From an optimization exercise on the open Yosys and OpenROAD flow, aimed at small area; shortcuts taken in it are not production practice. Power figures rest on the tool's default switching activity, not on a simulated workload.

==> inputs of run F <==
// two_stage_combined_functional_unit
module two_stage_combined_functional_unit
    (input logic clock,  
     input logic reset,  
     input logic enable,  
     input logic [5:0] op,  
     input logic [31:0] operand_0,
     input logic [31:0] operand_1,
     input logic [31:0] operand_2,
     output logic [31:0] result);  
    logic [31:0] a, b, c;
    assign a = operand_0;
    assign b = operand_1;
    assign c = operand_2;
    logic o_mov, o_add, o_sub, o_sl, o_asr, o_lsr, o_eq, o_ne;
    logic o_sgt, o_ugt, o_slt, o_ult, o_sge, o_uge, o_sle, o_ule;
    logic o_band, o_bnand, o_bor, o_bnor, o_bxor, o_bxnor;
    logic o_land, o_lnand, o_lor, o_lnor, o_lxor, o_lxnor;
    logic o_gb, o_sb, o_cb, o_mb, o_clz, o_ctz;
    logic o_lmul, o_shmul, o_uhmul, o_mac;
    assign o_mov   = op == 6'd1;
    assign o_add   = op == 6'd2;
    assign o_sub   = op == 6'd3;
    assign o_sl    = op == 6'd4;
    assign o_asr   = op == 6'd5;
    assign o_lsr   = op == 6'd6;
    assign o_eq    = op == 6'd7;
    assign o_ne    = op == 6'd8;
    assign o_sgt   = op == 6'd9;
    assign o_ugt   = op == 6'd10;
    assign o_slt   = op == 6'd11;
    assign o_ult   = op == 6'd12;
    assign o_sge   = op == 6'd13;
    assign o_uge   = op == 6'd14;
    assign o_sle   = op == 6'd15;
    assign o_ule   = op == 6'd16;
    assign o_band  = op == 6'd17;
    assign o_bnand = op == 6'd18;
    assign o_bor   = op == 6'd19;
    assign o_bnor  = op == 6'd20;
    assign o_bxor  = op == 6'd21;
    assign o_bxnor = op == 6'd22;
    assign o_land  = op == 6'd23;
    assign o_lnand = op == 6'd24;
    assign o_lor   = op == 6'd25;
    assign o_lnor  = op == 6'd26;
    assign o_lxor  = op == 6'd27;
    assign o_lxnor = op == 6'd28;
    assign o_gb    = op == 6'd33;
    assign o_sb    = op == 6'd34;
    assign o_cb    = op == 6'd35;
    assign o_mb    = op == 6'd36;
    assign o_clz   = op == 6'd37;
    assign o_ctz   = op == 6'd38;
    assign o_lmul  = op == 6'd45;
    assign o_shmul = op == 6'd46;
    assign o_uhmul = op == 6'd47;
    assign o_mac   = op == 6'd48;
    logic o_scmp, o_cmp, o_rsh, o_bitw, o_bitop, o_mul;
    assign o_scmp  = o_sgt | o_slt | o_sge | o_sle;
  ...
==> flow/config.mk <==
export PLATFORM = sky130hd
export DESIGN_NAME = two_stage_combined_functional_unit
export DESIGN_NICKNAME = two_stage_combined_functional_unit
export VERILOG_FILES = /design/flow/design.v
export SDC_FILE = /design/flow/constraint.sdc
export NUM_CORES = 4
export LEC_CHECK = 0
export ABC_AREA = 1
export CAP_MARGIN = 20
export CORE_MARGIN = 2
export CORE_UTILIZATION = 50
export PLACE_DENSITY = 0.6
export SLEW_MARGIN = 20
export SYNTH_HIERARCHICAL = 1
export SYNTH_MINIMUM_KEEP_SIZE = 0
==> flow/constraint.sdc <==
create_clock -name core_clock -period 13.0 [get_ports {clock}]
set_input_delay 2.6000 -clock core_clock [delete_from_list [all_inputs] [get_ports {clock}]]
set_output_delay 2.6000 -clock core_clock [all_outputs]
set_load 0.01 [all_outputs]
standard.sh (not shown) runs the stock make flow with config.mk's settings and CLKGATE_MAP_FILE= SYNTH_SCRIPT=/design/flow/synth_recipe.tcl, a recipe that flattens the netlist after the stock synthesis.
==> flow/flow/run.sh <==
#!/bin/bash
# Standard ORFS layout (the standard.sh), with one change in synthesis: the
# modules named in flow/area_modules.txt (Booth selector cell, final adder, ...) are
# technology-mapped by ABC with an area-oriented script (strash; dch; map -a) before
# the standard ABC call maps the rest. Each step's output goes to its own log file.
set -euo pipefail
W=$(pwd)
rm -rf "$W/myscripts"
cp -r "$FLOW_HOME/scripts" "$W/myscripts"
printf 'strash\ndch\nmap -a\n' > "$W/myscripts/abc_map_a.script"
python3 - "$W/myscripts/synth.tcl" > "$W/patch.log" 2>&1 <<'PY'
import sys
p = sys.argv[1]
s = open(p).read()
old = "  log_cmd abc {*}$abc_args\n"
assert s.count(old) == 1
new = """  if { [info exists ::env(AREA_MAP_MODULES)] } {
    set area_args [lreplace $abc_args 1 1 $::env(SCRIPTS_DIR)/abc_map_a.script]
    foreach m $::env(AREA_MAP_MODULES) {
      log_cmd abc {*}$area_args $m
    }
  }
  log_cmd abc {*}$abc_args
"""
open(p, "w").write(s.replace(old, new))
print("patched", p)
PY
export AREA_MAP_MODULES="$(cat "$W/flow/area_modules.txt")"
bash standard.sh SCRIPTS_DIR="$W/myscripts" synth > "$W/synth.log" 2>&1
bash standard.sh finish > "$W/layout.log" 2>&1
==> flow/flow/area_modules.txt <==
tia_bsel tia_cpa two_stage_combined_functional_unit
==> run H (differences from run F) <==
--- a/flow/flow/run.sh
+++ b/flow/flow/run.sh
@@ -27,4 +27,4 @@
 PY
 export AREA_MAP_MODULES="$(cat "$W/flow/area_modules.txt")"
 bash standard.sh SCRIPTS_DIR="$W/myscripts" synth > "$W/synth.log" 2>&1
-bash standard.sh finish > "$W/layout.log" 2>&1
+bash standard.sh "BUFFER_PORTS_ARGS=-buffer_cell sky130_fd_sc_hd__buf_1" finish > "$W/layout.log" 2>&1
--- a/flow/config.mk
+++ b/flow/config.mk
@@ -6,10 +6,10 @@
 export NUM_CORES = 4
 export LEC_CHECK = 0
 export ABC_AREA = 1
-export CAP_MARGIN = 20
+export CAP_MARGIN = 5
 export CORE_MARGIN = 2
-export CORE_UTILIZATION = 50
-export PLACE_DENSITY = 0.6
-export SLEW_MARGIN = 20
+export CORE_UTILIZATION = 65
+export PLACE_DENSITY = 0.75
+export SLEW_MARGIN = 5
 export SYNTH_HIERARCHICAL = 1
 export SYNTH_MINIMUM_KEEP_SIZE = 0
==> notes <==
Run F passed the timing, DRC and antenna checks. Run H finished with timing, DRC and antenna clean. Against run H, the global-route usage of run F is lower by 14 points. Against run H, the wire length of run F is higher by 2.0%. Between run H and run F, the lower die area is in run H (gap 23%, measured against run F). Between run F and run H, the lower combinational power is in run H (gap 13%, measured against run H). Against run F, the non-clock buffer count of run H is lower by 75. Of run H and run F, run F has the higher power (gap 12%, measured against run F). Maximum frequency: run F is smaller than run H (2.7%).
No run of this note included a check of the RTL's function; only the layout flow was run.

-- what the ideal ports hide --
The flow's constraints put no driver on any port. The routed layouts listed below were extracted and timed again, unchanged, in two steps.
Step 1 sets driving cells, clkbuf_16 on the clock port and buf_2 on the other inputs (assumed; they add their load-dependent delay and slew).
Step 2 also shifts input and output timing later by t, the mid clock arrival at the registers, as if the neighbouring blocks saw the same clock.
Slacks: ideal ports / drivers / drivers and shift; pairs: ideal ports / drivers.
run | t, ns | slack for setup (ns) | latest minus earliest clock arrival (ns) | slew at the worst register clock pin (ns) | pins driven straight from the clock port
run F | 0.356 | 0.390 / 0.411 / 0.055 | 0.010 / 0.010 | 0.07 / 0.07 | 1
run H | 0.346 | 0.732 / 0.759 / 0.413 | 0.009 / 0.010 | 0.07 / 0.07 | 1
After both steps setup and hold are still met in every run listed. For run F, which loses most, drivers alone change the setup slack by +0.021 ns; drivers and shift together by -0.335 ns.
